From an optimization exercise on the open Yosys and OpenROAD flow, aimed at small area; shortcuts taken in it are not production practice.
In this exercise RTL edits were held to simulation tests only and were not proved equivalent to the original.
No activity file was given, so power comes from the tool's default toggle rates.

== the reference run ==
==> flow/design.v (excerpt) <==
module uart_ip_top (
    sys_clk,
    reset,
    din,
    ri,
    si,
    tx,
    dout,
    ro,
    so,
    rx
);
==> module uart_ip_top, before the edit <==
module uart_ip_top (
    sys_clk,
    reset,
    din,
    ri,
    si,
    tx,
    dout,
    ro,
    so,
    rx
);
    input           sys_clk;
    input           reset;
    input   [0:7]   din;
    input           si;
    output          ri;
    output          tx;
    output  [0:7]   dout;
    input           ro;
    output          so;
    input           rx;
    reg     [8:0]   tc;
    wire            bit_tick = tc[8] & ~tc[7] & tc[6] & ~tc[5] & tc[4] & ~tc[3] & tc[2] & ~tc[0];
    wire            tc_two   = tc[8] & ~tc[7] & ~tc[5] & tc[4] & ~tc[3] & ~tc[2] & ~tc[1] & tc[0];
    always @(posedge sys_clk, posedge reset)
        if (reset)  tc <= 9'b001010100;
        else        tc <= {tc[7:0], tc[8] ^ tc[3] ^ bit_tick};
    reg     [0:7]   tmem [0:15];
    reg     [4:0]   tcnt;
    wire            t_full = tcnt[4];
    wire            t_ne   = |tcnt;
    integer         ti;
    assign ri = si & ~t_full;
    always @(posedge sys_clk)
        if (ri) begin
            tmem[0] <= din;
            for (ti = 1; ti < 16; ti = ti + 1)
                tmem[ti] <= tmem[ti - 1];
        end
    reg     [3:0]   tp;
    reg             e_s, e_ss;       
    wire            t_idle = (tp == 4'd3);
    always @(posedge sys_clk, posedge reset)
        if (reset) begin
            tp   <= 4'd3;
            e_s  <= 1'b0;
            e_ss <= 1'b0;
        end
        else if (bit_tick) begin
            e_s  <= t_ne;
            e_ss <= e_s;
            if (t_idle) begin
                if (e_ss) tp <= 4'd7;
            end
            else tp <= tp + 4'd1;
        end
    wire            t_rd = tc_two && tp == 4'd7;
    always @(posedge sys_clk, posedge reset)
        if (reset)  tcnt <= 5'd0;
        else        tcnt <= tcnt + {4'd0, ri} - {4'd0, t_rd};
    wire    [0:7]   tperm [0:15];
    genvar          tg;
    generate
        for (tg = 0; tg < 16; tg = tg + 1) begin : g_tperm
            assign tperm[tg] = tmem[(tg + 15) % 16];
        end
    endgenerate
    wire    [0:7]   told = tperm[tcnt[3:0]];
    reg     [0:7]   dt;
    always @(posedge sys_clk)
        if (bit_tick && t_idle && e_ss) dt <= told;
    wire            dbit = dt[~tp[2:0]];
    reg             par;
    always @(posedge sys_clk)
        if (bit_tick) par <= tp[3] & (par ^ dbit);
    assign tx = tp[3] ? dbit : (tp[2] ? 1'b0 : ((tp[1] | tp[0]) ? 1'b1 : par));
    reg     [4:0]   rc;
    wire            s_tick = (rc == 5'b01011);
    wire            rc_two = ~rc[4] & rc[3] & rc[2] & ~rc[0];
    always @(posedge sys_clk, posedge reset)
        if (reset)  rc <= 5'b11011;
        else        rc <= {rc[3:0], rc[4] ^ rc[1] ^ s_tick};
    reg             d1, d2, d3;
    always @(posedge sys_clk, posedge reset)
        if (reset) begin
            d1 <= 1'b0;
            d2 <= 1'b0;
            d3 <= 1'b0;
        end
        else if (s_tick) begin
            d1 <= rx;
            d2 <= d1;
            d3 <= d2;
        end
    reg             ridle;
    reg     [7:0]   k;
    wire            k_done = ~k[7] & ~k[6] & k[5];
    wire            r_done = ~ridle & k_done;
    always @(posedge sys_clk, posedge reset)
        if (reset) ridle <= 1'b1;
        else if (s_tick) begin
            if (ridle) begin
                if (~d2 & d3) ridle <= 1'b0;
            end
            else if (k_done) ridle <= 1'b1;
        end
    always @(posedge sys_clk)
        if (s_tick) begin
            if (ridle) k <= 8'h79;
            else       k <= k + 8'd1;
        end
    reg     [0:7]   sr;
    wire            shift = k[7] & (k[3:0] == 4'hf);
    always @(posedge sys_clk)
        if (s_tick && shift) sr <= {rx, sr[0:6]};
    reg     [0:7]   ring [0:15];
    reg     [3:0]   rpos;
    reg     [4:0]   cnt;
    reg             f_s, f_ss;       
    reg             wp;              
    wire            r_full = cnt[4];
    wire            wgo    = wp & rc_two;
    wire            rd     = so & ro;
    wire    [3:0]   wpos   = rpos + cnt[3:0];
    wire            wr_now = ~ridle & ~k[7] & ~k[6] & ~r_full & (wpos == 4'd15);
    always @(posedge sys_clk, posedge reset)
        if (reset) begin
            f_s  <= 1'b0;
            f_ss <= 1'b0;
            wp   <= 1'b0;
        end
        else begin
            if (s_tick) begin
                f_s  <= r_full;
                f_ss <= f_s;
            end
            if (s_tick && r_done) wp <= ~f_ss;
            else if (rc_two)      wp <= 1'b0;
        end
    integer         ri_;
    always @(posedge sys_clk) begin
        for (ri_ = 1; ri_ < 16; ri_ = ri_ + 1)
            ring[ri_] <= ring[ri_ - 1];
        ring[0] <= wr_now ? sr : ring[15];
    end
    always @(posedge sys_clk, posedge reset)
        if (reset) begin
            rpos <= 4'd0;
            cnt  <= 5'd0;
        end
        else begin
            rpos <= rpos + {3'd0, rd} + 4'd1;
            cnt  <= cnt + {4'd0, wgo} - {4'd0, rd};
        end
    assign so   = |cnt;
    assign dout = rd ? ring[rpos] : 8'd0;
endmodule
export LEC_CHECK = 0
export CAP_MARGIN = 20
export CORE_MARGIN = 2
export CORE_UTILIZATION = 60
export CTS_BUF_LIST = sky130_fd_sc_hd__clkbuf_16
export CTS_CLUSTER_DIAMETER = 80
export CTS_CLUSTER_SIZE = 30
export SLEW_MARGIN = 20
create_clock -name core_clock -period 20.0 [get_ports {sys_clk}]
standard.sh (not shown) runs the stock make flow with config.mk's settings and CLKGATE_MAP_FILE= SYNTH_SCRIPT=/design/flow/synth_recipe.tcl, a recipe that flattens the netlist after the stock synthesis.
==> flow/flow/run.sh <==
#!/bin/bash
# Own layout flow: the standard layout (standard.sh), with these changes.
#  1. Synthesis is ORFS's (synth_recipe.tcl, unchanged), but ABC maps the
#     logic with an area-oriented script (flow/abc_map.script) in place of
#     ORFS's delay-oriented abc_speed.script. Flip-flops are mapped by
#     dfflibmap before ABC runs, so the registers are the standard ones.
#     Adders are left to ABC as plain logic (no ADDER_MAP_FILE cells and no
#     Kogge-Stone carry map), which ABC maps smaller for this design.
#  2. Port buffers use the smallest buffer cell.
#  3. Clock tree synthesis without dummy loads.
# Each tool's output goes to a log file in this folder.
set -euo pipefail
here=$(pwd)
rm -rf "$here/scripts_abc"
cp -r "$FLOW_HOME/scripts" "$here/scripts_abc"
cp "$here/flow/abc_map.script" "$here/scripts_abc/abc_speed.script"
bash standard.sh SCRIPTS_DIR="$here/scripts_abc" ADDER_MAP_FILE= SYNTH_OPERATIONS_ARGS=-nofsm synth > "$here/synth.log" 2>&1
cts="-sink_clustering_enable -repair_clock_nets -dont_use_dummy_load"
cts="$cts -sink_clustering_size $(cat flow/cts_size) -sink_clustering_max_diameter $(cat flow/cts_diam)"
cts="$cts -buf_list $(cat flow/cts_buf)"
bash standard.sh BUFFER_PORTS_ARGS="-buffer_cell sky130_fd_sc_hd__buf_1" CTS_ARGS="$cts" > "$here/layout.log" 2>&1
test -s out/final.def
==> flow/flow/abc_map.script <==
strash
ifraig
scorr
dc2
strash
&get -n
&st
&dch
&nf -R 1000 -p -C 32 -F 8 -A 8
&put
topo
stime -c
==> flow/flow/cts_buf <==
sky130_fd_sc_hd__clkbuf_16
==> flow/flow/cts_diam <==
100
==> flow/flow/cts_size <==
30
Relative to the reference run, the following input files were edited for the trial run:
==> flow/design.v, changed modules only <==
module uart_ip_top (
    sys_clk,
    reset,
    din,
    ri,
    si,
    tx,
    dout,
    ro,
    so,
    rx
);
    input           sys_clk;
    input           reset;
    input   [0:7]   din;
    input           si;
    output          ri;
    output          tx;
    output  [0:7]   dout;
    input           ro;
    output          so;
    input           rx;
    reg     [8:0]   tq;
    wire    [8:0]   tc = tq ^ 9'b001010100;
    wire            bit_tick = tc[8] & ~tc[7] & tc[6] & ~tc[5] & tc[4] & ~tc[3] & tc[2] & ~tc[0];
    wire            tc_two   = tc[8] & ~tc[7] & ~tc[5] & tc[4] & ~tc[3] & ~tc[2] & ~tc[1] & tc[0];
    always @(posedge sys_clk, posedge reset)
        if (reset)  tq <= 9'd0;
        else        tq <= {tc[7:0], tc[8] ^ tc[3] ^ bit_tick} ^ 9'b001010100;
    reg     [0:7]   tmem [0:15];
    reg     [4:0]   tcnt;
    reg     [3:0]   twpos;
    wire            t_full = tcnt[4];
    wire            t_ne   = |tcnt;
    wire    [3:0]   twnext = twpos + 4'd1;
    integer         ti;
    assign ri = si & ~t_full;
    always @(posedge sys_clk)
        for (ti = 0; ti < 16; ti = ti + 1)
            tmem[ti] <= ~((ri && twnext == ti) ? ((ti % 2) ? din : ~din) : tmem[(ti + 15) % 16]);
    always @(posedge sys_clk, posedge reset)
        if (reset)  twpos <= 4'd0;
        else        twpos <= twnext + {3'd0, ri};
    reg     [3:0]   tpq;
    wire    [3:0]   tp = tpq ^ 4'b0011;
    reg             e_s, e_ss;       
    wire            t_idle = (tp == 4'd3);
    always @(posedge sys_clk, posedge reset)
        if (reset) begin
            tpq  <= 4'd0;
            e_s  <= 1'b0;
            e_ss <= 1'b0;
        end
        else if (bit_tick) begin
            e_s  <= t_ne;
            e_ss <= e_s;
            if (t_idle) begin
                if (e_ss) tpq <= 4'd7 ^ 4'b0011;
            end
            else tpq <= (tp + 4'd1) ^ 4'b0011;
        end
    wire            t_rd = tc_two && tp == 4'd7;
    always @(posedge sys_clk, posedge reset)
        if (reset)  tcnt <= 5'd0;
        else        tcnt <= tcnt + {4'd0, ri} - {4'd0, t_rd};
    reg     [0:7]   dt;
    always @(posedge sys_clk)
        if (t_idle && twpos == tcnt[3:0]) dt <= tmem[0];
    wire            dbit = dt[~tp[2:0]];
    reg             par;
    always @(posedge sys_clk)
        if (bit_tick) par <= tp[3] & (par ^ dbit);
    assign tx = tp[3] ? dbit : (tp[2] ? 1'b0 : ((tp[1] | tp[0]) ? 1'b1 : par));
    reg     [4:0]   rq;
    wire    [4:0]   rc = rq ^ 5'b11011;
    wire            s_tick = (rc == 5'b01011);
    wire            rc_two = ~rc[4] & rc[3] & rc[2] & ~rc[0];
    always @(posedge sys_clk, posedge reset)
        if (reset)  rq <= 5'd0;
        else        rq <= {rc[3:0], rc[4] ^ rc[1] ^ s_tick} ^ 5'b11011;
    reg             d1, d2, d3;
    always @(posedge sys_clk, posedge reset)
        if (reset) begin
            d1 <= 1'b0;
            d2 <= 1'b0;
            d3 <= 1'b0;
        end
        else if (s_tick) begin
            d1 <= rx;
            d2 <= d1;
            d3 <= d2;
        end
    reg             rbusy;           
    wire            ridle = ~rbusy;
    reg     [7:0]   k;
    wire            k_done = ~k[7] & ~k[6] & k[5];
    wire            r_done = ~ridle & k_done;
    always @(posedge sys_clk, posedge reset)
        if (reset) rbusy <= 1'b0;
        else if (s_tick) begin
            if (ridle) begin
                if (~d2 & d3) rbusy <= 1'b1;
            end
            else if (k_done) rbusy <= 1'b0;
        end
    always @(posedge sys_clk)
        if (s_tick) begin
            if (ridle) k <= 8'h79;
            else       k <= k + 8'd1;
        end
    reg     [0:7]   sr;
    wire            shift = k[7] & (k[3:0] == 4'hf);
    always @(posedge sys_clk)
        if (s_tick && shift) sr <= {rx, sr[0:6]};
    reg     [0:7]   ring [0:15];
    reg     [3:0]   rpos;
    reg     [4:0]   cnt;
    reg             f_s, f_ss;       
    reg             wp;              
    wire            r_full = cnt[4];
    wire            wgo    = wp & rc_two;
    wire            rd     = so & ro;
    wire    [3:0]   wpos   = rpos + cnt[3:0];
    wire            wr_now = ~ridle & ~k[7] & ~k[6] & ~r_full & (wpos == 4'd15);
    always @(posedge sys_clk, posedge reset)
        if (reset) begin
            f_s  <= 1'b0;
            f_ss <= 1'b0;
            wp   <= 1'b0;
        end
        else begin
            if (s_tick) begin
                f_s  <= r_full;
                f_ss <= f_s;
            end
            if (s_tick && r_done) wp <= ~f_ss;
            else if (rc_two)      wp <= 1'b0;
        end
    integer         ri_;
    always @(posedge sys_clk) begin
        for (ri_ = 1; ri_ < 16; ri_ = ri_ + 1)
            ring[ri_] <= ring[ri_ - 1];
        ring[0] <= wr_now ? sr : ring[15];
    end
    always @(posedge sys_clk, posedge reset)
        if (reset) begin
            rpos <= 4'd0;
            cnt  <= 5'd0;
        end
        else begin
            rpos <= rpos + {3'd0, rd} + 4'd1;
            cnt  <= cnt + {4'd0, wgo} - {4'd0, rd};
        end
    assign so   = |cnt;
    assign dout = rd ? ring[rpos] : 8'd0;
endmodule
--- outcome ---
The trial run has completed all stages; timing, DRC and antenna checks passed.
Per the final summary, the reference run finished and its layout is clean on timing, DRC and antenna.
Where static power due to leakage is concerned, the reference run is better than the trial run.
Summary — via count, the trial run relative to the reference run: higher, by 116.
The endpoint of the most critical setup path comes out dout[4] in one run and ri in the other, namely in the trial run and the reference run respectively.
Per the comparison of the trial run with the reference run, global-route usage lower; final weighted congestion of routability-driven global placement did not really move.
Clock network fraction of total power: the trial run vs the reference run down 0.4 points
Lower number of clock sinks was reported by the reference run, not the trial run.

==> what the ideal ports hide <==
Ports are ideal in the flow. The routed layouts listed here were re-timed in OpenROAD.
Step 1 (the two cells are an assumption about what drives the block):
set clk [get_ports {sys_clk}]
set_driving_cell -lib_cell sky130_fd_sc_hd__clkbuf_16 $clk
set_driving_cell -lib_cell sky130_fd_sc_hd__buf_2 [delete_from_list [all_inputs] $clk]
Step 2 times the ports against the registers' clock, not the clock port: input delays grow and output delays shrink by t, the midpoint of the rising clock arrivals with the driver on.
a / b / c = ideal ports / drivers / drivers and shift; a / b = the first two.
run | shift t [ns] | setup slack, ns | hold slack, ns | worst slew at a driven data input, ns | cell pins on the clock port's net
the reference run | 0.522 | 10.976 / 10.954 / 10.954 | 0.334 / 0.334 / 0.334 | 0.03 | 1
the trial run | 0.522 | 10.974 / 10.947 / 10.947 | 0.335 / 0.335 / 0.335 | 0.03 | 1
After both steps every run listed still meets setup and hold. For the trial run, which loses most, drivers alone change the setup slack by -0.027 ns; drivers and shift together by -0.027 ns.
